This design comes from an exercise in tuning for small area and a short achievable clock period on the open sky130 flow, not from production work. Function was checked by simulation only, so behaviour that the tests miss may differ from the original.

==> flow/design.v (outline; a module is shown in full before it is edited, if it fits) <==
// module fullchip: 18 lines
// module core: 57 lines
// module mac_array: 35 lines
// module mac_col: 33 lines
// module mac_16in: 1508 lines
// module ofifo: 19 lines
// module fifo_depth16: 37 lines
// module fifo_mux_8_1: 10 lines
// module fifo_mux_2_1: 8 lines
// module sram_w16: 19 lines
module fullchip (clk, mem_in, inst, reset, out);
  // ...
==> flow/flow/run.sh <==
#!/bin/bash
set -euo pipefail
sed '1s/-noshare/-noshare -noabc/' synth_recipe.tcl > my_synth.tcl
MARGIN=$(cat flow/margin.txt)
bash standard.sh SYNTH_SCRIPT=$PWD/my_synth.tcl SETUP_SLACK_MARGIN=$MARGIN finish > flow_make.log 2>&1
==> flow/flow/margin.txt <==
5.5
==> flow/standard.sh <==
#!/bin/bash
# synth_recipe.tcl (not shown) runs the flow's synth.tcl, then flattens the netlist and writes it again
# the make line also repeats each setting of config.mk as NAME=value (left out here)
make -C /OpenROAD-flow-scripts/flow DESIGN_CONFIG=/design/flow/config.mk WORK_HOME=/design/flow/orfs CLKGATE_MAP_FILE= SYNTH_SCRIPT=/design/flow/synth_recipe.tcl "${@:-finish}"
==> flow/config.mk <==
export PLATFORM = sky130hd
export DESIGN_NAME = fullchip
export DESIGN_NICKNAME = fullchip
export VERILOG_FILES = /design/flow/design.v
export SDC_FILE = /design/flow/constraint.sdc
export NUM_CORES = 4
export LEC_CHECK = 0
export ABC_CLOCK_PERIOD_IN_PS = 6000
export CAP_MARGIN = 20
export CORE_MARGIN = 2
export CORE_UTILIZATION = 45
export PLACE_DENSITY = 0.6
export SLEW_MARGIN = 20
==> flow/constraint.sdc <==
create_clock -name core_clock -period 12.0 [get_ports {clk}]
set_input_delay 2.4000 -clock core_clock [delete_from_list [all_inputs] [get_ports {clk}]]
set_output_delay 2.4000 -clock core_clock [all_outputs]
set_load 0.01 [all_outputs]
==> impl_metrics.py, run 1 <==
metrics = {
    "run_status": {
        "status": "finished clean",
    },
    "logic_synthesis": {
        "synth-adder-area-share_pct": 28.22,
        "synthesis.yosys.warnings": 14,
        "synth.ff_latch_count": 4881,
        "synth_nets": 23760,
    },
    "clock_tree": {
        "cts_tree": "done",
        "cts_buffers": 535,
        "post_cts_resized": 1549,
    },
    "finish": {
        "number_of_sequential_storage_elements": 4881,
        "comb.multi_input.count": 13040,
        "drive_above_1_share_pct": 20.99,
    },
    "routing": {
        "firstDrtPassIters": 7,
        "count_of_nets_left_with_antenna_violations_after_detail_routing": 0,
        "met1_length_um": 357100,
    },
    "global_routing": {
        "globalRoute.totalOverflow": 0,
        "grt_first_pass_wirelength_um": 1290000,
        "number_of_global_route_vias_before_repair": 178200,
    },
    "placed_design": {
        "place.gp.congestion": 0.9664,
        "placedCellCount": 27870,
    },
    "setup_path": {
        "regToRegSetupSlack_ns": 4.58,
        "cp_slowest_cell": "fa_2",
        "critPathMostFrequentCell": "fa_2",
        "required_ns": 12.86,
        "critical_path.max_fanout": 8,
        "timing.critical_path.from_type": "flip-flop",
        "critical-path-top-delay-family": "adder cells",
    },
    "sta": {
        "post_route_worst_hold_slack_ns": 0.3488,
        "timing_max_transition_violations_final": 0,
        "grt_setup_unrepaired": "yes",
    },
    "floorplan": {
        "taps": 8407,
        "die_ht_um": 801.7,
        "core_mm2": 0.6353,
        "ios": 243,
        "die_area_mm2": 0.6428,
    },
    "min_path": {
        "hold_end": "core_instance.mac_array_instance.inst_d[2][1]",
        "min_path_cells": 0,
    },
}
==> module core, before the edit <==
module core (clk, mem_in, out, inst, reset);
input  clk;
input  [63:0] mem_in;
input  [16:0] inst;
input  reset;
output [159:0] out;
wire [63:0]  kmem_out;
wire [63:0]  qmem_out;
wire [63:0]  mac_in;
wire [151:0] array_out;
wire [151:0] fifo_out;
wire [151:0] pmem_out;
wire [7:0]   fifo_wr;
wire       ofifo_rd  = inst[16];
wire [2:0] qkmem_add = inst[14:12];
wire [2:0] pmem_add  = inst[10:8];
wire qmem_rd = inst[5];
wire qmem_wr = inst[4];
wire kmem_rd = inst[3];
wire kmem_wr = inst[2];
wire pmem_rd = inst[1];
wire pmem_wr = inst[0];
assign mac_in = inst[6] ? kmem_out : qmem_out;
genvar c;
for (c = 0; c < 8; c = c + 1) begin : out_idx
  assign out[20*c+18:20*c] = pmem_out[19*c+18:19*c];
  assign out[20*c+19]      = pmem_out[19*c+18];
end
mac_array mac_array_instance (
        .clk(clk),
        .reset(reset),
        .in(mac_in),
        .inst(inst[7:6]),
        .fifo_wr(fifo_wr),
        .out(array_out)
);
ofifo ofifo_inst (
        .clk(clk),
        .reset(reset),
        .in(array_out),
        .wr(fifo_wr),
        .rd(ofifo_rd),
        .out(fifo_out)
);
sram_w16 #(.sram_bit(64)) qmem_instance (
        .CLK(clk), .D(mem_in), .Q(qmem_out),
        .RD(qmem_rd), .WR(qmem_wr), .A(qkmem_add)
);
sram_w16 #(.sram_bit(64)) kmem_instance (
        .CLK(clk), .D(mem_in), .Q(kmem_out),
        .RD(kmem_rd), .WR(kmem_wr), .A(qkmem_add)
);
sram_w16 #(.sram_bit(152)) psum_mem_instance (
        .CLK(clk), .D(fifo_out), .Q(pmem_out),
        .RD(pmem_rd), .WR(pmem_wr), .A(pmem_add)
);
endmodule
==> module mac_array, before the edit <==
module mac_array (clk, reset, in, out, fifo_wr, inst);
input  clk, reset;
input  [63:0] in;
input  [1:0] inst;
output [151:0] out;
output [7:0] fifo_wr;
reg [1:0] inst_d [1:9];
wire [63:0] q [0:8];
assign q[0] = in;
always @ (posedge clk or posedge reset) begin
  if (reset) begin
    inst_d[1] <= 2'b00; inst_d[2] <= 2'b00; inst_d[3] <= 2'b00;
    inst_d[4] <= 2'b00; inst_d[5] <= 2'b00; inst_d[6] <= 2'b00;
    inst_d[7] <= 2'b00; inst_d[8] <= 2'b00; inst_d[9] <= 2'b00;
  end
  else begin
    inst_d[1] <= inst;
    inst_d[2] <= inst_d[1]; inst_d[3] <= inst_d[2]; inst_d[4] <= inst_d[3];
    inst_d[5] <= inst_d[4]; inst_d[6] <= inst_d[5]; inst_d[7] <= inst_d[6];
    inst_d[8] <= inst_d[7]; inst_d[9] <= inst_d[8];
  end
end
genvar i;
for (i = 1; i <= 8; i = i + 1) begin : col_idx
  assign fifo_wr[i-1] = inst_d[i+1][1];
  mac_col #(.col_id(i)) mac_col_inst (
        .clk(clk),
        .reset(reset),
        .q_in(q[i-1]),
        .q_out(q[i]),
        .load(inst_d[i][0]),
        .out(out[19*i-1:19*(i-1)])
  );
end
endmodule
==> module mac_col, before the edit <==
module mac_col (clk, reset, q_in, q_out, load, out);
parameter col_id = 1;
input  clk, reset;
input  [63:0] q_in;
output [63:0] q_out;
input  load;
output [18:0] out;
reg  [3:0]  cnt_q;
reg         load_ready_q;
reg  [63:0] key_q;
reg  [63:0] query_q;
assign q_out = query_q;
mac_16in mac_16in_instance (.a(query_q), .b(key_q), .out(out));
always @ (posedge clk)
  query_q <= q_in;
wire capture = load && (cnt_q == 9 - col_id);
always @ (posedge clk or posedge reset) begin
  if (reset) begin
    cnt_q <= 4'd0;
    load_ready_q <= 1'b1;
    key_q <= 64'd0;
  end
  else if (load) begin
    if (capture) begin
      cnt_q <= 4'd0;
      key_q <= q_in;
      load_ready_q <= 1'b0;
    end
    else if (load_ready_q)
      cnt_q <= cnt_q + 4'd1;
  end
end
endmodule
==> inputs of run 2 (changes only) <==
--- a/flow/design.v
+++ b/flow/design.v
@@ -24,7 +24,6 @@
 output [159:0] out;
 wire [63:0]  kmem_out;
 wire [63:0]  qmem_out;
-wire [63:0]  mac_in;
 wire [151:0] array_out;
 wire [151:0] fifo_out;
 wire [151:0] pmem_out;
@@ -38,7 +37,6 @@
 wire kmem_wr = inst[2];
 wire pmem_rd = inst[1];
 wire pmem_wr = inst[0];
-assign mac_in = inst[6] ? kmem_out : qmem_out;
 genvar c;
 for (c = 0; c < 8; c = c + 1) begin : out_idx
   assign out[20*c+18:20*c] = pmem_out[19*c+18:19*c];
@@ -47,7 +45,9 @@
 mac_array mac_array_instance (
         .clk(clk),
         .reset(reset),
-        .in(mac_in),
+        .in_a(kmem_out),
+        .in_b(qmem_out),
+        .sel(inst[6]),
         .inst(inst[7:6]),
         .fifo_wr(fifo_wr),
         .out(array_out)
@@ -73,15 +73,19 @@
         .RD(pmem_rd), .WR(pmem_wr), .A(pmem_add)
 );
 endmodule
-module mac_array (clk, reset, in, out, fifo_wr, inst);
+module mac_array (clk, reset, in_a, in_b, sel, out, fifo_wr, inst);
 input  clk, reset;
-input  [63:0] in;
+input  [63:0] in_a;    
+input  [63:0] in_b;    
+input  sel;
 input  [1:0] inst;
 output [151:0] out;
 output [7:0] fifo_wr;
 reg [1:0] inst_d [1:9];
 wire [63:0] q [0:8];
-assign q[0] = in;
+assign q[0] = in_a;
+wire [8:0] ld = {inst_d[8][0], inst_d[7][0], inst_d[6][0], inst_d[5][0],
+                 inst_d[4][0], inst_d[3][0], inst_d[2][0], inst_d[1][0], inst[0]};
 always @ (posedge clk or posedge reset) begin
   if (reset) begin
     inst_d[1] <= 2'b00; inst_d[2] <= 2'b00; inst_d[3] <= 2'b00;
@@ -98,53 +102,98 @@
 genvar i;
 for (i = 1; i <= 8; i = i + 1) begin : col_idx
   assign fifo_wr[i-1] = inst_d[i+1][1];
-  mac_col #(.col_id(i)) mac_col_inst (
+  mac_col #(.col_id(i), .DUAL(i == 1), .LAST(i == 8)) mac_col_inst (
         .clk(clk),
         .reset(reset),
-        .q_in(q[i-1]),
+        .q_a(q[i-1]),
+        .q_b(in_b),
+        .sel(sel),
         .q_out(q[i]),
         .load(inst_d[i][0]),
+        .load_next(ld[i-1]),
         .out(out[19*i-1:19*(i-1)])
   );
 end
 endmodule
-module mac_col (clk, reset, q_in, q_out, load, out);
+module mac_col (clk, reset, q_a, q_b, sel, q_out, load, load_next, out);
 parameter col_id = 1;
+parameter DUAL = 0;
+parameter LAST = 0;
 input  clk, reset;
-input  [63:0] q_in;
+input  [63:0] q_a;
+input  [63:0] q_b;
+input  sel;
 output [63:0] q_out;
-input  load;
+input  load;         
+input  load_next;    
 output [18:0] out;
-reg  [3:0]  cnt_q;
-reg         load_ready_q;
-reg  [63:0] key_q;
-reg  [63:0] query_q;
-assign q_out = query_q;
-mac_16in mac_16in_instance (.a(query_q), .b(key_q), .out(out));
-always @ (posedge clk)
-  query_q <= q_in;
-wire capture = load && (cnt_q == 9 - col_id);
+reg  [3:0]   cnt_q;
+reg          load_ready_q;
+reg  [63:0]  key_q;
+reg  [97:0] prod_q;
+reg          cap_q;      
+reg  [3:0]   cnt_n;
+reg          load_ready_n;
+wire [63:0]  q_in = (DUAL && !sel) ? q_b : q_a;
+wire         capture = load && (cnt_q == 9 - col_id);
+wire [97:0] prod_a;
+mac_s1 mac_s1_a (.a(q_a), .b(key_q | ({64{cap_q}} & q_a)), .r(prod_a));
+generate
+  if (DUAL) begin : dual
+    wire [97:0] prod_b;
+    mac_s1 mac_s1_b (.a(q_b), .b(key_q | ({64{cap_q}} & q_b)), .r(prod_b));
+    always @ (posedge clk)
+      prod_q <= sel ? prod_a : prod_b;
+  end
+  else begin : single
+    always @ (posedge clk)
+      prod_q <= prod_a;
+  end
+endgenerate
+mac_s2 mac_s2_instance (.r(prod_q), .out(out));
+generate
+  if (LAST) begin : no_query
+    assign q_out = 64'd0;
+  end
+  else begin : query
+    reg [63:0] query_q;
+    always @ (posedge clk)
+      query_q <= q_in;
+    assign q_out = query_q;
+  end
+endgenerate
+always @ (*) begin
+  cnt_n = cnt_q;
+  load_ready_n = load_ready_q;
+  if (load) begin
+    if (capture) begin
+      cnt_n = 4'd0;
+      load_ready_n = 1'b0;
+    end
+    else if (load_ready_q)
+      cnt_n = cnt_q + 4'd1;
+  end
+end
 always @ (posedge clk or posedge reset) begin
   if (reset) begin
     cnt_q <= 4'd0;
     load_ready_q <= 1'b1;
+    cap_q <= 1'b0;
     key_q <= 64'd0;
   end
-  else if (load) begin
-    if (capture) begin
-      cnt_q <= 4'd0;
+  else begin
+    cnt_q <= cnt_n;
+    load_ready_q <= load_ready_n;
+    cap_q <= load_next && (cnt_n == 9 - col_id);
+    if (capture)
       key_q <= q_in;
-      load_ready_q <= 1'b0;
-    end
-    else if (load_ready_q)
-      cnt_q <= cnt_q + 4'd1;
   end
 end
 endmodule
-module mac_16in (out, a, b);
+module mac_s1 (r, a, b);
   input  [63:0] a;
   input  [63:0] b;
-  output [18:0] out;
+  output [97:0] r;
   wire p1 = a[0] & b[0];
   wire p2 = a[0] & b[1];
   wire p3 = a[0] & b[2];
@@ -1515,120 +1564,125 @@
   wire c1368 = (c1172 & c1174) | (c1172 & c1176) | (c1174 & c1176);
   wire s1369 = c1276 ^ c1278 ^ c1280;
   wire c1370 = (c1276 & c1278) | (c1276 & c1280) | (c1278 & c1280);
-  wire s1371 = p193 ^ p257 ^ p321;
-  wire c1372 = (p193 & p257) | (p193 & p321) | (p257 & p321);
-  wire s1373 = s1285 ^ s1179 ^ s1029;
-  wire c1374 = (s1285 & s1179) | (s1285 & s1029) | (s1179 & s1029);
-  wire s1375 = s1031 ^ c1284;
-  wire c1376 = s1031 & c1284;
-  wire s1377 = c1286 ^ s1289 ^ s1291;
-  wire c1378 = (c1286 & s1289) | (c1286 & s1291) | (s1289 & s1291);
-  wire s1379 = s1185 ^ c1288 ^ s1293;
-  wire c1380 = (s1185 & c1288) | (s1185 & s1293) | (c1288 & s1293);
-  wire s1381 = c1290 ^ c1292 ^ s1295;
-  wire c1382 = (c1290 & c1292) | (c1290 & s1295) | (c1292 & s1295);
-  wire s1383 = s1297 ^ c1294 ^ s1299;
-  wire c1384 = (s1297 & c1294) | (s1297 & s1299) | (c1294 & s1299);
-  wire s1385 = s1301 ^ c1296 ^ c1298;
-  wire c1386 = (s1301 & c1296) | (s1301 & c1298) | (c1296 & c1298);
-  wire s1387 = s1303 ^ s1305 ^ c1300;
-  wire c1388 = (s1303 & s1305) | (s1303 & c1300) | (s1305 & c1300);
-  wire s1389 = c1302 ^ s1307 ^ s1309;
-  wire c1390 = (c1302 & s1307) | (c1302 & s1309) | (s1307 & s1309);
-  wire s1391 = c1304 ^ c1306 ^ s1311;
-  wire c1392 = (c1304 & c1306) | (c1304 & s1311) | (c1306 & s1311);
-  wire s1393 = s1313 ^ c1308 ^ c1310;
-  wire c1394 = (s1313 & c1308) | (s1313 & c1310) | (c1308 & c1310);
-  wire s1395 = s1315 ^ s1317 ^ c1312;
-  wire c1396 = (s1315 & s1317) | (s1315 & c1312) | (s1317 & c1312);
-  wire s1397 = c1314 ^ s1319 ^ s1321;
-  wire c1398 = (c1314 & s1319) | (c1314 & s1321) | (s1319 & s1321);
-  wire s1399 = c1316 ^ c1318 ^ s1323;
-  wire c1400 = (c1316 & c1318) | (c1316 & s1323) | (c1318 & s1323);
-  wire s1401 = s1325 ^ s1327 ^ c1320;
-  wire c1402 = (s1325 & s1327) | (s1325 & c1320) | (s1327 & c1320);
-  wire s1403 = c1322 ^ s1329 ^ c1324;
-  wire c1404 = (c1322 & s1329) | (c1322 & c1324) | (s1329 & c1324);
-  wire s1405 = s1331 ^ c1326 ^ c1328;
-  wire c1406 = (s1331 & c1326) | (s1331 & c1328) | (c1326 & c1328);
-  wire s1407 = s1333 ^ s1335 ^ c1330;
-  wire c1408 = (s1333 & s1335) | (s1333 & c1330) | (s1335 & c1330);
-  wire s1409 = s1337 ^ c1332 ^ s1339;
-  wire c1410 = (s1337 & c1332) | (s1337 & s1339) | (c1332 & s1339);
-  wire s1411 = s1341 ^ c1334 ^ c1336;
-  wire c1412 = (s1341 & c1334) | (s1341 & c1336) | (c1334 & c1336);
-  wire s1413 = s1343 ^ c1338 ^ s1345;
-  wire c1414 = (s1343 & c1338) | (s1343 & s1345) | (c1338 & s1345);
-  wire s1415 = s1347 ^ c1340 ^ c1342;
-  wire c1416 = (s1347 & c1340) | (s1347 & c1342) | (c1340 & c1342);
-  wire s1417 = s1349 ^ s1351 ^ c1344;
-  wire c1418 = (s1349 & s1351) | (s1349 & c1344) | (s1351 & c1344);
-  wire s1419 = s1353 ^ c1346 ^ c1348;
-  wire c1420 = (s1353 & c1346) | (s1353 & c1348) | (c1346 & c1348);
-  wire s1421 = s1355 ^ s1357 ^ c1350;
-  wire c1422 = (s1355 & s1357) | (s1355 & c1350) | (s1357 & c1350);
-  wire s1423 = c1352 ^ s1359 ^ c1354;
-  wire c1424 = (c1352 & s1359) | (c1352 & c1354) | (s1359 & c1354);
-  wire s1425 = s1361 ^ s1363 ^ s1365;
-  wire c1426 = (s1361 & s1363) | (s1361 & s1365) | (s1363 & s1365);
-  wire s1427 = c1356 ^ c1358 ^ c1360;
-  wire c1428 = (c1356 & c1358) | (c1356 & c1360) | (c1358 & c1360);
-  wire s1429 = s1367 ^ s1369 ^ c1282;
-  wire c1430 = (s1367 & s1369) | (s1367 & c1282) | (s1369 & c1282);
-  wire s1431 = c1362 ^ c1364 ^ c1366;
-  wire c1432 = (c1362 & c1364) | (c1362 & c1366) | (c1364 & c1366);
-  wire s1433 = p385 ^ p449;
-  wire c1434 = p385 & p449;
-  wire s1435 = c1372 ^ s1373 ^ s1375;
-  wire c1436 = (c1372 & s1373) | (c1372 & s1375) | (s1373 & s1375);
-  wire s1437 = c1374 ^ c1376 ^ s1377;
-  wire c1438 = (c1374 & c1376) | (c1374 & s1377) | (c1376 & s1377);
-  wire s1439 = c1378 ^ s1381 ^ c1380;
-  wire c1440 = (c1378 & s1381) | (c1378 & c1380) | (s1381 & c1380);
-  wire s1441 = s1385 ^ c1382 ^ s1387;
-  wire c1442 = (s1385 & c1382) | (s1385 & s1387) | (c1382 & s1387);
-  wire s1443 = c1386 ^ s1389 ^ c1388;
-  wire c1444 = (c1386 & s1389) | (c1386 & c1388) | (s1389 & c1388);
-  wire s1445 = s1393 ^ c1390 ^ s1395;
-  wire c1446 = (s1393 & c1390) | (s1393 & s1395) | (c1390 & s1395);
-  wire s1447 = c1394 ^ s1397 ^ c1396;
-  wire c1448 = (c1394 & s1397) | (c1394 & c1396) | (s1397 & c1396);
-  wire s1449 = s1401 ^ c1398 ^ s1403;
-  wire c1450 = (s1401 & c1398) | (s1401 & s1403) | (c1398 & s1403);
-  wire s1451 = s1405 ^ c1402 ^ s1407;
-  wire c1452 = (s1405 & c1402) | (s1405 & s1407) | (c1402 & s1407);
-  wire s1453 = c1406 ^ s1409 ^ s1411;
-  wire c1454 = (c1406 & s1409) | (c1406 & s1411) | (s1409 & s1411);
+  assign r = {c1370, c1368, c1366, c1364, c1362, c1282, s1369, s1367, c1360, c1358, c1356, s1365, s1363, s1361, c1354, c1352, c1350, s1359, s1357, s1355, c1348, c1346, c1344, s1353, s1351, s1349, c1342, c1340, c1338, s1347, s1345, s1343, c1336, c1334, c1332, s1341, s1339, s1337, c1330, c1328, c1326, s1335, s1333, s1331, c1324, c1322, c1320, s1329, s1327, s1325, c1318, c1316, c1314, s1323, s1321, s1319, c1312, c1310, c1308, s1317, s1315, s1313, c1306, c1304, c1302, s1311, s1309, s1307, c1300, c1298, c1296, s1305, s1303, s1301, c1294, c1292, c1290, s1299, s1297, s1295, c1288, c1286, s1185, s1293, s1291, s1289, c1284, s1031, s1029, s1179, s1287, s1285, p449, p385, p321, p257, p193, s1283};
+endmodule
+module mac_s2 (out, r);
+  input  [97:0] r;
+  output [18:0] out;
+  wire s1371 = r[0] ^ r[1] ^ r[2];
+  wire c1372 = (r[0] & r[1]) | (r[0] & r[2]) | (r[1] & r[2]);
+  wire s1373 = r[6] ^ r[7] ^ r[8];
+  wire c1374 = (r[6] & r[7]) | (r[6] & r[8]) | (r[7] & r[8]);
+  wire s1375 = r[9] ^ r[10];
+  wire c1376 = r[9] & r[10];
+  wire s1377 = r[12] ^ r[13] ^ r[14];
+  wire c1378 = (r[12] & r[13]) | (r[12] & r[14]) | (r[13] & r[14]);
+  wire s1379 = r[15] ^ r[16] ^ r[17];
+  wire c1380 = (r[15] & r[16]) | (r[15] & r[17]) | (r[16] & r[17]);
+  wire s1381 = r[18] ^ r[19] ^ r[20];
+  wire c1382 = (r[18] & r[19]) | (r[18] & r[20]) | (r[19] & r[20]);
+  wire s1383 = r[21] ^ r[22] ^ r[23];
+  wire c1384 = (r[21] & r[22]) | (r[21] & r[23]) | (r[22] & r[23]);
+  wire s1385 = r[24] ^ r[25] ^ r[26];
+  wire c1386 = (r[24] & r[25]) | (r[24] & r[26]) | (r[25] & r[26]);
+  wire s1387 = r[27] ^ r[28] ^ r[29];
+  wire c1388 = (r[27] & r[28]) | (r[27] & r[29]) | (r[28] & r[29]);
+  wire s1389 = r[30] ^ r[31] ^ r[32];
+  wire c1390 = (r[30] & r[31]) | (r[30] & r[32]) | (r[31] & r[32]);
+  wire s1391 = r[33] ^ r[34] ^ r[35];
+  wire c1392 = (r[33] & r[34]) | (r[33] & r[35]) | (r[34] & r[35]);
+  wire s1393 = r[36] ^ r[37] ^ r[38];
+  wire c1394 = (r[36] & r[37]) | (r[36] & r[38]) | (r[37] & r[38]);
+  wire s1395 = r[39] ^ r[40] ^ r[41];
+  wire c1396 = (r[39] & r[40]) | (r[39] & r[41]) | (r[40] & r[41]);
+  wire s1397 = r[42] ^ r[43] ^ r[44];
+  wire c1398 = (r[42] & r[43]) | (r[42] & r[44]) | (r[43] & r[44]);
+  wire s1399 = r[45] ^ r[46] ^ r[47];
+  wire c1400 = (r[45] & r[46]) | (r[45] & r[47]) | (r[46] & r[47]);
+  wire s1401 = r[48] ^ r[49] ^ r[50];
+  wire c1402 = (r[48] & r[49]) | (r[48] & r[50]) | (r[49] & r[50]);
+  wire s1403 = r[51] ^ r[52] ^ r[53];
+  wire c1404 = (r[51] & r[52]) | (r[51] & r[53]) | (r[52] & r[53]);
+  wire s1405 = r[54] ^ r[55] ^ r[56];
+  wire c1406 = (r[54] & r[55]) | (r[54] & r[56]) | (r[55] & r[56]);
+  wire s1407 = r[57] ^ r[58] ^ r[59];
+  wire c1408 = (r[57] & r[58]) | (r[57] & r[59]) | (r[58] & r[59]);
+  wire s1409 = r[60] ^ r[61] ^ r[62];
+  wire c1410 = (r[60] & r[61]) | (r[60] & r[62]) | (r[61] & r[62]);
+  wire s1411 = r[63] ^ r[64] ^ r[65];
+  wire c1412 = (r[63] & r[64]) | (r[63] & r[65]) | (r[64] & r[65]);
+  wire s1413 = r[66] ^ r[67] ^ r[68];
+  wire c1414 = (r[66] & r[67]) | (r[66] & r[68]) | (r[67] & r[68]);
+  wire s1415 = r[69] ^ r[70] ^ r[71];
+  wire c1416 = (r[69] & r[70]) | (r[69] & r[71]) | (r[70] & r[71]);
+  wire s1417 = r[72] ^ r[73] ^ r[74];
+  wire c1418 = (r[72] & r[73]) | (r[72] & r[74]) | (r[73] & r[74]);
+  wire s1419 = r[75] ^ r[76] ^ r[77];
+  wire c1420 = (r[75] & r[76]) | (r[75] & r[77]) | (r[76] & r[77]);
+  wire s1421 = r[78] ^ r[79] ^ r[80];
+  wire c1422 = (r[78] & r[79]) | (r[78] & r[80]) | (r[79] & r[80]);
+  wire s1423 = r[81] ^ r[82] ^ r[83];
+  wire c1424 = (r[81] & r[82]) | (r[81] & r[83]) | (r[82] & r[83]);
+  wire s1425 = r[84] ^ r[85] ^ r[86];
+  wire c1426 = (r[84] & r[85]) | (r[84] & r[86]) | (r[85] & r[86]);
+  wire s1427 = r[87] ^ r[88] ^ r[89];
+  wire c1428 = (r[87] & r[88]) | (r[87] & r[89]) | (r[88] & r[89]);
+  wire s1429 = r[90] ^ r[91] ^ r[92];
+  wire c1430 = (r[90] & r[91]) | (r[90] & r[92]) | (r[91] & r[92]);
+  wire s1431 = r[93] ^ r[94] ^ r[95];
+  wire c1432 = (r[93] & r[94]) | (r[93] & r[95]) | (r[94] & r[95]);
+  wire s1433 = r[3] ^ r[4];
+  wire c1434 = r[3] & r[4];
+  wire s1435 = r[11] ^ s1373 ^ s1375;
+  wire c1436 = (r[11] & s1373) | (r[11] & s1375) | (s1373 & s1375);
+  wire s1437 = s1377 ^ s1379 ^ c1374;
+  wire c1438 = (s1377 & s1379) | (s1377 & c1374) | (s1379 & c1374);
+  wire s1439 = s1381 ^ s1383 ^ c1378;
+  wire c1440 = (s1381 & s1383) | (s1381 & c1378) | (s1383 & c1378);
+  wire s1441 = s1385 ^ s1387 ^ c1382;
+  wire c1442 = (s1385 & s1387) | (s1385 & c1382) | (s1387 & c1382);
+  wire s1443 = s1389 ^ s1391 ^ c1386;
+  wire c1444 = (s1389 & s1391) | (s1389 & c1386) | (s1391 & c1386);
+  wire s1445 = s1393 ^ s1395 ^ c1390;
+  wire c1446 = (s1393 & s1395) | (s1393 & c1390) | (s1395 & c1390);
+  wire s1447 = s1397 ^ s1399 ^ c1394;
+  wire c1448 = (s1397 & s1399) | (s1397 & c1394) | (s1399 & c1394);
+  wire s1449 = s1401 ^ s1403 ^ c1398;
+  wire c1450 = (s1401 & s1403) | (s1401 & c1398) | (s1403 & c1398);
+  wire s1451 = s1405 ^ s1407 ^ c1402;
+  wire c1452 = (s1405 & s1407) | (s1405 & c1402) | (s1407 & c1402);
+  wire s1453 = s1409 ^ s1411 ^ c1406;
+  wire c1454 = (s1409 & s1411) | (s1409 & c1406) | (s1411 & c1406);
   wire s1455 = s1413 ^ s1415 ^ c1410;
   wire c1456 = (s1413 & s1415) | (s1413 & c1410) | (s1415 & c1410);
   wire s1457 = s1417 ^ s1419 ^ c1414;
   wire c1458 = (s1417 & s1419) | (s1417 & c1414) | (s1419 & c1414);
-  wire s1459 = s1421 ^ c1418 ^ s1423;
-  wire c1460 = (s1421 & c1418) | (s1421 & s1423) | (c1418 & s1423);
-  wire s1461 = s1425 ^ c1422 ^ s1427;
-  wire c1462 = (s1425 & c1422) | (s1425 & s1427) | (c1422 & s1427);
+  wire s1459 = s1421 ^ s1423 ^ c1418;
+  wire c1460 = (s1421 & s1423) | (s1421 & c1418) | (s1423 & c1418);
+  wire s1461 = s1425 ^ s1427 ^ c1422;
+  wire c1462 = (s1425 & s1427) | (s1425 & c1422) | (s1427 & c1422);
   wire s1463 = s1429 ^ s1431 ^ c1426;
   wire c1464 = (s1429 & s1431) | (s1429 & c1426) | (s1431 & c1426);
-  wire s1465 = c1368 ^ c1370 ^ c1430;
-  wire c1466 = (c1368 & c1370) | (c1368 & c1430) | (c1370 & c1430);
-  wire s1467 = s1433 ^ s1371;
-  wire c1468 = s1433 & s1371;
-  wire s1469 = c1434 ^ s1287 ^ s1435;
-  wire c1470 = (c1434 & s1287) | (c1434 & s1435) | (s1287 & s1435);
-  wire s1471 = c1436 ^ s1437 ^ s1379;
-  wire c1472 = (c1436 & s1437) | (c1436 & s1379) | (s1437 & s1379);
-  wire s1473 = c1438 ^ s1439 ^ s1383;
-  wire c1474 = (c1438 & s1439) | (c1438 & s1383) | (s1439 & s1383);
-  wire s1475 = c1384 ^ c1440 ^ s1441;
-  wire c1476 = (c1384 & c1440) | (c1384 & s1441) | (c1440 & s1441);
-  wire s1477 = s1443 ^ s1391 ^ c1442;
-  wire c1478 = (s1443 & s1391) | (s1443 & c1442) | (s1391 & c1442);
-  wire s1479 = c1392 ^ c1444 ^ s1445;
-  wire c1480 = (c1392 & c1444) | (c1392 & s1445) | (c1444 & s1445);
-  wire s1481 = s1447 ^ s1399 ^ c1446;
-  wire c1482 = (s1447 & s1399) | (s1447 & c1446) | (s1399 & c1446);
-  wire s1483 = c1400 ^ c1448 ^ s1449;
-  wire c1484 = (c1400 & c1448) | (c1400 & s1449) | (c1448 & s1449);
+  wire s1465 = r[96] ^ r[97] ^ c1430;
+  wire c1466 = (r[96] & r[97]) | (r[96] & c1430) | (r[97] & c1430);
+  wire s1467 = r[5] ^ s1433;
+  wire c1468 = r[5] & s1433;
+  wire s1469 = c1372 ^ c1434 ^ s1435;
+  wire c1470 = (c1372 & c1434) | (c1372 & s1435) | (c1434 & s1435);
+  wire s1471 = c1376 ^ s1437 ^ c1436;
+  wire c1472 = (c1376 & s1437) | (c1376 & c1436) | (s1437 & c1436);
+  wire s1473 = c1380 ^ s1439 ^ c1438;
+  wire c1474 = (c1380 & s1439) | (c1380 & c1438) | (s1439 & c1438);
+  wire s1475 = c1384 ^ s1441 ^ c1440;
+  wire c1476 = (c1384 & s1441) | (c1384 & c1440) | (s1441 & c1440);
+  wire s1477 = c1388 ^ s1443 ^ c1442;
+  wire c1478 = (c1388 & s1443) | (c1388 & c1442) | (s1443 & c1442);
+  wire s1479 = c1392 ^ s1445 ^ c1444;
+  wire c1480 = (c1392 & s1445) | (c1392 & c1444) | (s1445 & c1444);
+  wire s1481 = c1396 ^ s1447 ^ c1446;
+  wire c1482 = (c1396 & s1447) | (c1396 & c1446) | (s1447 & c1446);
+  wire s1483 = c1400 ^ s1449 ^ c1448;
+  wire c1484 = (c1400 & s1449) | (c1400 & c1448) | (s1449 & c1448);
   wire s1485 = c1404 ^ s1451 ^ c1450;
   wire c1486 = (c1404 & s1451) | (c1404 & c1450) | (s1451 & c1450);
   wire s1487 = c1408 ^ s1453 ^ c1452;
@@ -1641,12 +1695,12 @@
   wire c1494 = (c1420 & s1459) | (c1420 & c1458) | (s1459 & c1458);
   wire s1495 = c1424 ^ s1461 ^ c1460;
   wire c1496 = (c1424 & s1461) | (c1424 & c1460) | (s1461 & c1460);
-  wire s1497 = s1463 ^ c1428 ^ c1462;
-  wire c1498 = (s1463 & c1428) | (s1463 & c1462) | (c1428 & c1462);
-  wire s1499 = s1465 ^ c1432 ^ c1464;
-  wire c1500 = (s1465 & c1432) | (s1465 & c1464) | (c1432 & c1464);
+  wire s1497 = c1428 ^ s1463 ^ c1462;
+  wire c1498 = (c1428 & s1463) | (c1428 & c1462) | (s1463 & c1462);
+  wire s1499 = c1432 ^ s1465 ^ c1464;
+  wire c1500 = (c1432 & s1465) | (c1432 & c1464) | (s1465 & c1464);
   wire [18:0] ra = {1'b1, c1466, s1499, s1497, s1495, s1493, s1491, s1489, s1487, s1485, s1483, s1481, s1479, s1477, s1475, s1473, s1471, s1469, s1467};
-  wire [18:0] rb = {1'b0, c1500, c1498, c1496, c1494, c1492, c1490, c1488, c1486, c1484, c1482, c1480, c1478, c1476, c1474, c1472, c1470, c1468, s1283};
+  wire [18:0] rb = {1'b0, c1500, c1498, c1496, c1494, c1492, c1490, c1488, c1486, c1484, c1482, c1480, c1478, c1476, c1474, c1472, c1470, c1468, s1371};
   assign out = ra + rb;
 endmodule
 module ofifo (clk, reset, in, out, rd, wr);
==> flow/flow/margin.txt (replaced) <==
7.6
--- a/flow/config.mk
+++ b/flow/config.mk
@@ -5,7 +5,7 @@
 export SDC_FILE = /design/flow/constraint.sdc
 export NUM_CORES = 4
 export LEC_CHECK = 0
-export ABC_CLOCK_PERIOD_IN_PS = 6000
+export ABC_CLOCK_PERIOD_IN_PS = 4000
 export CAP_MARGIN = 20
 export CORE_MARGIN = 2
 export CORE_UTILIZATION = 45
==> impl_metrics.py, run 2 <==
metrics = {
    "clock_tree": {
        "cts_buffers": 607,
        "clk-insertion-delay-late_ns": 1.13,
        "cts_root_buf": "clkbuf_16",
        "max-clock-path-buffers": 4,
        "cts-htree-levels": 6,
        "clk_pin_slew_ns": 0.06,
        "cts_tree": "done",
        "cts_sinks": 5609,
    },
    "logic_synthesis": {
        "post-synth-top-count-cell": "fa_1",
        "synthTopCellsByArea": "edfxtp_1, fa_1, dfxtp_1",
        "synth_edf_count": 3736,
        "mappedNetlistArea_mm2": 0.3196,
        "synthesized_instance_count": 22360,
        "ys.flop_type": "edfxtp_1",
        "synth_area_leader_cell": "edfxtp_1",
        "yosysTopAreaCellShare_pct": 35.11,
        "yosysSeqAreaShare_pct": 47.85,
        "synth_top_family_by_area": "adder cells",
        "synth_nets": 27040,
        "synth-adder-area-share_pct": 27.94,
        "synth.ff_latch_count": 5609,
        "synth.lib_cells_used.distinct": 91,
        "post_synth.cell_area_avg_um2": 14.29,
        "compound_gate_portion_of_the_synthesized_area_pct": 3.958,
        "synth_mux_area_share_pct": 5.819,
        "synth-simple-area-share_pct": 11.30,
        "synthesis.yosys.warnings": 14,
        "synthXorXnorAreaFrac_pct": 0.5838,
        "asyncSetResetFlopFracSynth_pct": 11.43,
        "most_frequent_cells_after_synthesis": "fa_1, edfxtp_1, nor2b_1, nand2_1, dfxtp_1",
    },
    "setup_path": {
        "cp.arrival_ns": 5.91,
        "crit_path_end_kind": "flip-flop",
        "required_ns": 12.98,
        "timing.critical_path.from_type": "flip-flop",
        "path_class": "flip-flop to flip-flop",
        "cp_slowest_cell": "fa_2",
        "timing.critical_path.cells": "buf_12, buf_12, a21oi_1, buf_4, nor2b_1, fa_1, fa_1, fa_1, fa_2, fa_2, fa_2, mux2_4",
        "worst_path_largest_cell_delay_ns": 0.60,
        "critical_path.max_fanout": 16,
    },
    "global_routing": {
        "number_of_global_route_vias_before_repair": 203700,
        "antenna_found_initial": 86,
        "grt_max_degree": 122,
        "globalRoute.totalOverflow": 0,
        "global_route.usage.total_pct": 28.67,
        "grt_first_pass_wirelength_um": 1476000,
    },
    "sta": {
        "timing_max_transition_violations_final": 0,
        "worst_margin_slew_ns": 1.141,
        "period_minus_slack_ns": 4.937,
        "fmax_ghz": 0.2026,
        "setup-violations-final": 0,
        "setup_slack_ns": 7.063,
        "max_slew_margin_pct": 23.76,
        "setup_total_negative_slack_ns": 0,
        "grt_setup_unrepaired": "yes",
        "hold_viol": 0,
        "fin_worst_skew_ns": 0.08329,
        "post-route-period-util_pct": 41.14,
    },
    "floorplan": {
        "row_count": 309,
        "die_area_mm2": 0.7169,
        "start_util_pct": 45.14,
        "die-width_um": 846.7,
        "ios": 243,
        "die_ht_um": 846.7,
        "core_mm2": 0.7079,
    },
    "routing": {
        "avgViaCountPerCell": 5.655,
        "firstDrtPassIters": 8,
        "dr.first_iter.drc_count": 19470,
        "drc_errors": 0,
        "count_of_nets_left_with_antenna_violations_after_detail_routing": 0,
        "finalWirelength_um": 1033000,
        "vias": 191900,
        "wl_per_cell_um": 30.44,
    },
    "placed_design": {
        "place.gp.congestion": 0.9835,
        "buffer_ports.inserted": 240,
        "place_area_mm2": 0.3372,
        "hpwlAfterDp_um": 707400,
        "dpl_worst_slack_ns": 5.702,
    },
    "finish": {
        "finish.instance_area_mm2": 0.3717,
        "drive_above_1_share_pct": 20.12,
        "layout_top_registers": "core_instance.ofifo_inst.col_idx.fifo_instance.entry.data x1216, core_instance.psum_mem_instance.word.memory x1216, core_instance.mac_array_instance.col_idx.mac_col_inst.prod_q x784",
        "area_of_combinational_cells_with_multiple_inputs_mm2": 0.1647,
        "synthToLayoutAreaGrowth_pct": 16.32,
        "filler_cell_count": 58840,
        "mostFrequentLayoutCells": "fa_1, edfxtp_1, nor2b_1, nand2_1, buf_4",
        "sequential_cell_area_mm2": 0.1530,
        "final_core_utilization_pct": 52.51,
        "layout.cells.most_common": "fa_1",
        "nNetsFinal": 28580,
    },
    "flow_run": {
        "maxCapViolCount": 0,
    },
    "min_path": {
        "hold_path_class": "flip-flop to flip-flop",
    },
    "run_status": {
        "status": "finished clean",
    },
}
## run 2: critical path, delay by kind of cell (launching register included)
family | cells | cell delay, ns
buffers and inverters | 3 | 0.60
DFF | 1 | 0.51
muxes | 1 | 0.29
and+or+nand+nor | 1 | 0.10
AOI/OAI and AO/OA | 1 | 0.16
adders and majority gates | 6 | 3.11
## run 2: through the flow
| stage | instances | hold WS [ns] |
|---|---|---|
| global placement | 31950 | 0.3425 |
| finish | 33940 | 0.3543 |
| global route | 33900 | 0.3743 |
| CTS | 33660 | 0.3573 |
| detailed placement | 31950 | 0.3432 |
| floorplan | 22360 | 0.3258 |
## run 2: final timing paths
check | to | depth (start not counted) | start | slack (ns)
setup reg to reg | flip-flop | 12 | flip-flop | 7.06
hold reg to reg | core_instance.mac_array_instance.inst_d[2][1] | 0 | core_instance.mac_array_instance.inst_d[1][1] | 0.35
hold / removal | core_instance.mac_array_instance.inst_d[2][1] | 0 | core_instance.mac_array_instance.inst_d[1][1] | 0.35
setup / recovery | flip-flop | 12 | flip-flop | 7.06
min in group asynchronous | async pin | 2 | reset | 1.65
max in group asynchronous | async pin | 5 | reset | 7.80
## run 2: layout make-up
cell class / count / share of cell area [%]
clock inverter: 310 / 0.9398
clock buffer: 804 / 4.459
inverter: 1077 / 1.100
multi-input combinational: 14710 / 44.30
antenna: 48 / 0.03232
timing repair buffer: 1896 / 4.810
tap: 9485 / 3.193
sequential: 5609 / 41.17
## run 2: what timing repair did
item | in CTS | in global routing
pin swaps | 428 | 426
buffers inserted | 554 | 218
hold buffers | 0 | 0
gates resized for setup | 1391 | 597
endpoints found under the setup margin | 1803 | 875
gates cloned | 37 | 13
## run 2: kinds of logic (layout without fill, tap and decap cells)
family                   Yosys count  count (layout)
AND/OR/NAND/NOR                 6705            6706
flip-flops                      5609            5609
XOR/XNOR                         213             213
AO/OA/AOI/OAI                   1987            1987
other                              0              48
buffers and inverters           2047            4087
adder cells (fa/ha/maj)         4597            4597
multiplexers                    1204            1204
## run 2: routing by layer
layer  GRT usage, %  up-vias  wire length [um]
li1               -    78550                 -
met1          38.64   101900            410100
met2          45.29     9208            475000
met3          6.138     2203             91610
met4          12.35       42             55990
met5              0        -               271
==> inputs of run 3 (changes only) <==
--- a/flow/design.v
+++ b/flow/design.v
@@ -137,20 +137,28 @@
 wire [63:0]  q_in = (DUAL && !sel) ? q_b : q_a;
 wire         capture = load && (cnt_q == 9 - col_id);
 wire [97:0] prod_a;
-mac_s1 mac_s1_a (.a(q_a), .b(key_q | ({64{cap_q}} & q_a)), .r(prod_a));
+wire [63:0] key_in_force_a = ({64{!load_ready_q}} & key_q) | ({64{cap_q}} & q_a);
+wire [63:0] key_in_force_b = ({64{!load_ready_q}} & key_q) | ({64{cap_q}} & q_b);
+mac_s1 mac_s1_a (.a(q_a), .b(key_in_force_a), .r(prod_a));
 generate
   if (DUAL) begin : dual
     wire [97:0] prod_b;
-    mac_s1 mac_s1_b (.a(q_b), .b(key_q | ({64{cap_q}} & q_b)), .r(prod_b));
-    always @ (posedge clk)
-      prod_q <= sel ? prod_a : prod_b;
+    reg  [97:0] prod_b_q;
+    reg         sel_q;
+    mac_s1 mac_s1_b (.a(q_b), .b(key_in_force_b), .r(prod_b));
+    always @ (posedge clk) begin
+      prod_q <= prod_a;
+      prod_b_q <= prod_b;
+      sel_q <= sel;
+    end
+    mac_s2 mac_s2_instance (.r(sel_q ? prod_q : prod_b_q), .out(out));
   end
   else begin : single
     always @ (posedge clk)
       prod_q <= prod_a;
+    mac_s2 mac_s2_instance (.r(prod_q), .out(out));
   end
 endgenerate
-mac_s2 mac_s2_instance (.r(prod_q), .out(out));
 generate
   if (LAST) begin : no_query
     assign q_out = 64'd0;
@@ -179,16 +187,16 @@
     cnt_q <= 4'd0;
     load_ready_q <= 1'b1;
     cap_q <= 1'b0;
-    key_q <= 64'd0;
   end
   else begin
     cnt_q <= cnt_n;
     load_ready_q <= load_ready_n;
     cap_q <= load_next && (cnt_n == 9 - col_id);
-    if (capture)
-      key_q <= q_in;
   end
 end
+always @ (posedge clk)
+  if (capture)
+    key_q <= q_in;
 endmodule
 module mac_s1 (r, a, b);
   input  [63:0] a;
==> impl_metrics.py, run 3 <==
metrics = {
    "logic_synthesis": {
        "synth_area_leader_cell": "edfxtp_1",
        "mappedNetlistArea_mm2": 0.3180,
        "synthesis.yosys.warnings": 14,
        "synth.lib_cells_used.distinct": 83,
        "synthesized_instance_count": 21190,
        "synth_nets": 25870,
        "yosysSeqAreaShare_pct": 49.51,
        "synth_edf_count": 4248,
        "ys.flop_type": "edfxtp_1",
        "most_frequent_cells_after_synthesis": "edfxtp_1, fa_1, nor2b_1, dfxtp_1, and2_1",
        "post_synth.cell_area_avg_um2": 15.00,
        "yosysTopAreaCellShare_pct": 40.12,
        "asyncSetResetFlopFracSynth_pct": 2.260,
        "synth.ff_latch_count": 5708,
        "synthTopCellsByArea": "edfxtp_1, fa_1, dfxtp_1",
        "post-synth-top-count-cell": "edfxtp_1",
    },
    "routing": {
        "count_of_nets_left_with_antenna_violations_after_detail_routing": 0,
        "dr.first_iter.drc_count": 19850,
        "avgViaCountPerCell": 5.747,
        "drc_errors": 0,
        "wl_per_cell_um": 31.12,
        "vias": 190100,
        "firstDrtPassIters": 6,
        "finalWirelength_um": 1029000,
    },
    "placed_design": {
        "place.gp.congestion": 0.9604,
        "buffer_ports.inserted": 240,
        "hpwlAfterDp_um": 695400,
    },
    "floorplan": {
        "die_ht_um": 844.6,
        "row_count": 308,
        "start_util_pct": 45.19,
        "ios": 243,
        "core_mm2": 0.7037,
        "die-width_um": 844.6,
        "die_area_mm2": 0.7134,
    },
    "setup_path": {
        "path_class": "flip-flop to flip-flop",
        "crit_path_end_kind": "flip-flop",
        "critPathBufInv": 4,
        "critPathMostFrequentCell": "fa_2",
        "cp.arrival_ns": 5.79,
        "critical-path-top-delay-family": "adder cells",
        "critical_path.max_fanout": 7,
        "timing.critical_path.cells": "buf_6, buf_6, buf_16, nand2b_4, buf_12, nand2_8, and2_4, fa_2, fa_2, fa_2, fa_2, fa_2, fa_2",
        "required_ns": 12.97,
        "cp_slowest_cell": "dfstp_2",
        "timing.critical_path.from_type": "flip-flop",
        "worst_path_largest_cell_delay_ns": 0.63,
    },
    "finish": {
        "layout.cells.most_common": "edfxtp_1",
        "layout_top_registers": "core_instance.ofifo_inst.col_idx.fifo_instance.entry.data x1216, core_instance.psum_mem_instance.word.memory x1216, core_instance.mac_array_instance.col_idx.mac_col_inst.prod_q x784",
        "filler_cell_count": 57290,
        "nNetsFinal": 27880,
        "synthToLayoutAreaGrowth_pct": 17.64,
        "drive_above_1_share_pct": 21.61,
        "mostFrequentLayoutCells": "edfxtp_1, fa_1, nor2b_1, buf_4, dfxtp_1",
    },
    "clock_tree": {
        "cts_hold_buf": 0,
        "cts_buffers": 610,
        "cts_root_buf": "clkbuf_16",
        "cts_sinks": 5708,
        "clk-insertion-delay-late_ns": 1.15,
        "clk_pin_slew_ns": 0.06,
        "max-clock-path-buffers": 4,
        "cts_tree": "done",
        "cts-htree-levels": 6,
    },
    "sta": {
        "fin_worst_skew_ns": 0.1160,
        "setup-violations-final": 0,
        "setup_total_negative_slack_ns": 0,
        "period_minus_slack_ns": 4.815,
        "max_slew_margin_pct": 21.89,
        "fmax_ghz": 0.2077,
        "grt_setup_unrepaired": "yes",
        "timing_max_transition_violations_final": 0,
        "post_route_worst_hold_slack_ns": 0.3510,
        "hold_viol": 0,
        "worst_margin_slew_ns": 1.168,
        "post-route-period-util_pct": 40.13,
    },
    "flow_run": {
        "maxCapViolCount": 0,
    },
    "global_routing": {
        "grt_max_degree": 153,
        "number_of_global_route_vias_before_repair": 201300,
        "antenna_found_initial": 108,
        "grt_first_pass_wirelength_um": 1466000,
        "globalRoute.totalOverflow": 0,
        "global_route.usage.total_pct": 28.66,
    },
    "run_status": {
        "status": "finished clean",
    },
    "min_path": {
        "hold_path_class": "flip-flop to flip-flop",
    },
}
-- run 3: changes by cell type after synthesis, moves of 217 or more --
| cell | change |
|---|---|
| edfxtp_1 | +512 |
| nand2_1 | -651 |
| and2_1 | +865 |
| clkbuf_1 | -217 |
| a21oi_1 | -290 |
| dfrtp_1 | -512 |
| a22oi_1 | +374 |
| nor2b_1 | -855 |
-- run 3: cell type report --
class / count / area (um^2) / area share (%)
Antenna cell: 64 / 160.2 / 0.04281
Multi-Input combinational cell: 13780 / 161400 / 43.14
Clock buffer: 808 / 16790 / 4.489
Inverter: 1110 / 4264 / 1.140
Timing Repair inverter: 5 / 52.55 / 0.01405
Timing Repair Buffer: 1983 / 19090 / 5.104
Sequential cell: 5708 / 157500 / 42.11
Clock inverter: 310 / 3203 / 0.8563
Tap cell: 9300 / 11640 / 3.111
-- run 3: kinds of logic (layout without fill, tap and decap cells) --
kind of cell | Yosys count | count (layout) | share of synthesized area (%)
other | 0 | 64 | 0
muxes | 1036 | 1036 | 5.129
buffers and inverters | 1707 | 4216 | 2.042
and+or+nand+nor | 6010 | 6015 | 10.50
adders and majority gates | 4597 | 4597 | 28.08
xor gates and xnor gates | 213 | 213 | 0.5867
DFF | 5708 | 5708 | 49.51
AOI/OAI and AO/OA | 1923 | 1923 | 4.157
-- run 3: routing by layer --
layer  track usage (%)  vias to the layer above  part of all wire [%]
li1                  -                    76990                     -
met4             11.72                       48                   4.9
met3             6.271                     2104                   9.5
met1             39.60                   101200                    40
met5                 0                        -                 0.073
met2             44.41                     9707                    45
-- run 3: worst paths after layout --
path | from | to | slack [ns] | cells past startpoint
hold / removal | core_instance.mac_array_instance.inst_d[1][1] | core_instance.mac_array_instance.inst_d[2][1] | 0.35 | 0
setup / recovery | flip-flop | flip-flop | 7.18 | 13
setup reg to reg | flip-flop | flip-flop | 7.18 | 13
max in group asynchronous | reset | async pin | 9.16 | 3
hold reg to reg | core_instance.mac_array_instance.inst_d[1][1] | core_instance.mac_array_instance.inst_d[2][1] | 0.35 | 0
min in group asynchronous | reset | core_instance.mac_array_instance.inst_d[9][1] | 1.51 | 2
-- run 3: metrics by stage --
| stage | utilization (%) | cells | setup slack, ns | cell area, um^2 |
|---|---|---|---|---|
| after floorplan | - | 21190 | 4.864 | 318300 |
| after global placement | 47.86 | 30970 | 5.293 | 336800 |
| after detailed placement | 47.87 | 30970 | 5.272 | 336800 |
| after CTS | 52.64 | 32850 | 7.234 | 370400 |
| after global routing | 53.14 | 33020 | 7.153 | 373900 |
| final | 53.16 | 33070 | 7.185 | 374100 |
-- run 3: timing repair --
item | CTS | global route
setup endpoints to repair | 2926 | 1030
pin swaps | 605 | 471
gates resized for setup | 1952 | 510
cloned | 73 | 14
setup buffers | 689 | 141
==> inputs of run 4 (changes only) <==
--- a/flow/config.mk
+++ b/flow/config.mk
@@ -8,6 +8,7 @@
 export ABC_CLOCK_PERIOD_IN_PS = 4000
 export CAP_MARGIN = 20
 export CORE_MARGIN = 2
-export CORE_UTILIZATION = 45
-export PLACE_DENSITY = 0.6
+export CORE_UTILIZATION = 60
+export CTS_CLUSTER_SIZE = 30
+export PLACE_DENSITY = 0.72
 export SLEW_MARGIN = 20
==> impl_metrics.py, run 4 <==
metrics = {
    "finish": {
        "sequential_cell_area_mm2": 0.1575,
        "area_of_combinational_cells_with_multiple_inputs_mm2": 0.1619,
        "nNetsFinal": 28010,
        "synthToLayoutAreaGrowth_pct": 17.08,
        "filler_cell_count": 33940,
        "drive_above_1_share_pct": 22.88,
        "layout_top_registers": "core_instance.ofifo_inst.col_idx.fifo_instance.entry.data x1216, core_instance.psum_mem_instance.word.memory x1216, core_instance.mac_array_instance.col_idx.mac_col_inst.prod_q x784",
        "layout.cells.most_common": "edfxtp_1",
        "mostFrequentLayoutCells": "edfxtp_1, fa_1, nor2b_1, buf_4, dfxtp_1",
        "layoutNonFillerInstCount": 30900,
    },
    "floorplan": {
        "ios": 243,
        "die-width_um": 732.0,
        "row_count": 267,
        "die_area_mm2": 0.5358,
        "start_util_pct": 60.20,
        "core_mm2": 0.5282,
        "die_ht_um": 732.0,
    },
    "clock_tree": {
        "cts-htree-levels": 6,
        "clk-insertion-delay-late_ns": 1.17,
        "cts_buffers": 586,
        "cts_sinks": 5708,
        "cts_tree": "done",
        "cts_root_buf": "clkbuf_16",
        "max-clock-path-buffers": 4,
        "cts_hold_buf": 0,
        "clk_pin_slew_ns": 0.06,
    },
    "routing": {
        "count_of_nets_left_with_antenna_violations_after_detail_routing": 0,
        "avgViaCountPerCell": 6.358,
        "finalWirelength_um": 1005000,
        "vias": 196500,
        "dr.first_iter.drc_count": 24080,
        "wl_per_cell_um": 32.53,
        "drc_errors": 0,
        "firstDrtPassIters": 8,
    },
    "logic_synthesis": {
        "synth.ff_latch_count": 5708,
        "ys.flop_type": "edfxtp_1",
        "synth_edf_count": 4248,
        "synth_area_leader_cell": "edfxtp_1",
        "synth.lib_cells_used.distinct": 83,
        "post-synth-top-count-cell": "edfxtp_1",
        "yosysSeqAreaShare_pct": 49.51,
        "asyncSetResetFlopFracSynth_pct": 2.260,
        "synthesis.yosys.warnings": 14,
        "most_frequent_cells_after_synthesis": "edfxtp_1, fa_1, nor2b_1, dfxtp_1, and2_1",
        "post_synth.cell_area_avg_um2": 15.00,
        "synthTopCellsByArea": "edfxtp_1, fa_1, dfxtp_1",
        "mappedNetlistArea_mm2": 0.3180,
        "yosysTopAreaCellShare_pct": 40.12,
        "synth_nets": 25870,
        "synthesized_instance_count": 21190,
    },
    "placed_design": {
        "placedCellCount": 28630,
        "buffer_ports.inserted": 240,
        "place.gp.congestion": 1.004,
        "hpwlAfterDp_um": 672500,
    },
    "sta": {
        "post-route-period-util_pct": 40.37,
        "fmax_ghz": 0.2064,
        "timing_max_transition_violations_final": 0,
        "worst_margin_slew_ns": 1.248,
        "setup_total_negative_slack_ns": 0,
        "fin_worst_skew_ns": 0.08741,
        "max_slew_margin_pct": 16.23,
        "setup-violations-final": 0,
        "grt_setup_unrepaired": "yes",
        "hold_viol": 0,
        "period_minus_slack_ns": 4.844,
    },
    "run_status": {
        "status": "finished clean",
    },
    "global_routing": {
        "globalRoute.totalOverflow": 0,
        "grt_first_pass_wirelength_um": 1442000,
        "number_of_global_route_vias_before_repair": 206600,
        "grt_max_degree": 112,
        "antenna_found_initial": 107,
        "global_route.usage.total_pct": 37.67,
    },
    "setup_path": {
        "critical_path.max_fanout": 7,
        "timing.critical_path.from_type": "flip-flop",
        "cp.arrival_ns": 5.83,
        "path_class": "flip-flop to flip-flop",
        "crit_path_end_kind": "flip-flop",
        "required_ns": 12.99,
    },
    "flow_run": {
        "maxCapViolCount": 0,
    },
    "min_path": {
        "hold_path_class": "flip-flop to flip-flop",
    },
}
-- run 4: timing repair --
action,in CTS,in global routing
cloned,78,6
pin swaps,801,631
setup buffers,780,230
resized for setup,2037,692
setup endpoints to repair,2233,1132
-- run 4: worst paths after layout --
path	slack, ns	endpoint	from	cells after the start
worst max register to register	7.16	flip-flop	flip-flop	12
max in group asynchronous	9.39	async pin	reset	4
worst max-delay path	7.16	flip-flop	flip-flop	12
worst min-delay path	0.35	core_instance.mac_array_instance.inst_d[2][1]	core_instance.mac_array_instance.inst_d[1][1]	0
min in group asynchronous	1.63	async pin	reset	3
worst min register to register	0.35	core_instance.mac_array_instance.inst_d[2][1]	core_instance.mac_array_instance.inst_d[1][1]	0
-- run 4: stage by stage --
step / worst slack (ns) / hold WS (ns) / utilization, % / area (um^2)
after floorplan: 4.864 / 0.3312 / - / 318300
after global placement: 5.155 / 0.3322 / 63.15 / 333500
after detailed placement: 5.202 / 0.3347 / 63.16 / 333600
after CTS: 7.170 / 0.3467 / 69.56 / 367400
after global routing: 7.106 / 0.3671 / 70.45 / 372100
final: 7.156 / 0.3457 / 70.49 / 372300
-- run 4: layout make-up --
cell class                 instances  share of cell area [%]
clock buffer                     747                   4.217
sequential                      5708                   42.31
tap                             6994                   2.351
multi-input combinational      13790                   43.49
timing repair inverter             7                 0.02655
clock inverter                   332                  0.9626
timing repair buffer            2127                   5.437
antenna                           90                 0.06050
inverter                        1110                   1.147
-- run 4: cells by family after synthesis --
| logic type | synth area share, % |
|---|---|
| AND/OR/NAND/NOR | 10.50 |
| flip-flops | 49.51 |
| adder cells (fa/ha/maj) | 28.08 |
| AO/OA/AOI/OAI | 4.157 |
| buffers and inverters | 2.042 |
| multiplexers | 5.129 |
| XOR/XNOR | 0.5867 |
-- run 4: critical path, stage by stage (launching register included) --
cell,delay [ns]
dfstp_4,0.65
buf_12,0.14
buf_8,0.12
buf_16,0.13
nand2b_4,0.25
nand2_8,0.13
and2_4,0.19
fa_1,0.54
fa_2,0.47
fa_2,0.59
fa_2,0.47
fa_2,0.55
fa_2,0.44
-- run 4: per-layer routing --
metal / routed length [um] / vias to the layer above / GRT usage, % / share of wire (%)
li1: - / 77260 / - / -
met1: 365100 / 102300 / 51.00 / 36
met2: 447000 / 13800 / 56.11 / 44
met3: 126400 / 3099 / 10.81 / 13
met4: 66140 / 42 / 19.80 / 6.6
met5: 587 / - / 0 / 0.058

==> afterwards: timing with drivers on the ports <==
Ports are ideal in the flow. The routed layouts listed here were re-timed in OpenROAD. Step 1: set_driving_cell puts a clkbuf_16 on clk and a buf_2 on each other input, an assumption about the parent block. Step 2 also shifts input and output timing later by t, the mid clock arrival at the registers, as if the neighbouring blocks saw the same clock. Slacks: ideal ports / drivers / drivers and shift; pairs: ideal ports / drivers.
run | t, ns | slack for setup (ns) | clock arrival spread, ns
run 1 | 1.228 | 4.583 / 4.583 / 4.583 | 0.090 / 0.089
run 2 | 1.228 | 7.063 / 7.063 / 6.511 | 0.096 / 0.096
run 3 | 1.235 | 7.185 / 7.185 / 6.453 | 0.119 / 0.119
run 4 | 1.254 | 7.156 / 7.156 / 6.473 | 0.108 / 0.109
After both steps every run listed still meets setup and hold. The setup slack of run 3, which loses most, moves by 0.000 ns with the drivers and by -0.732 ns with both steps.
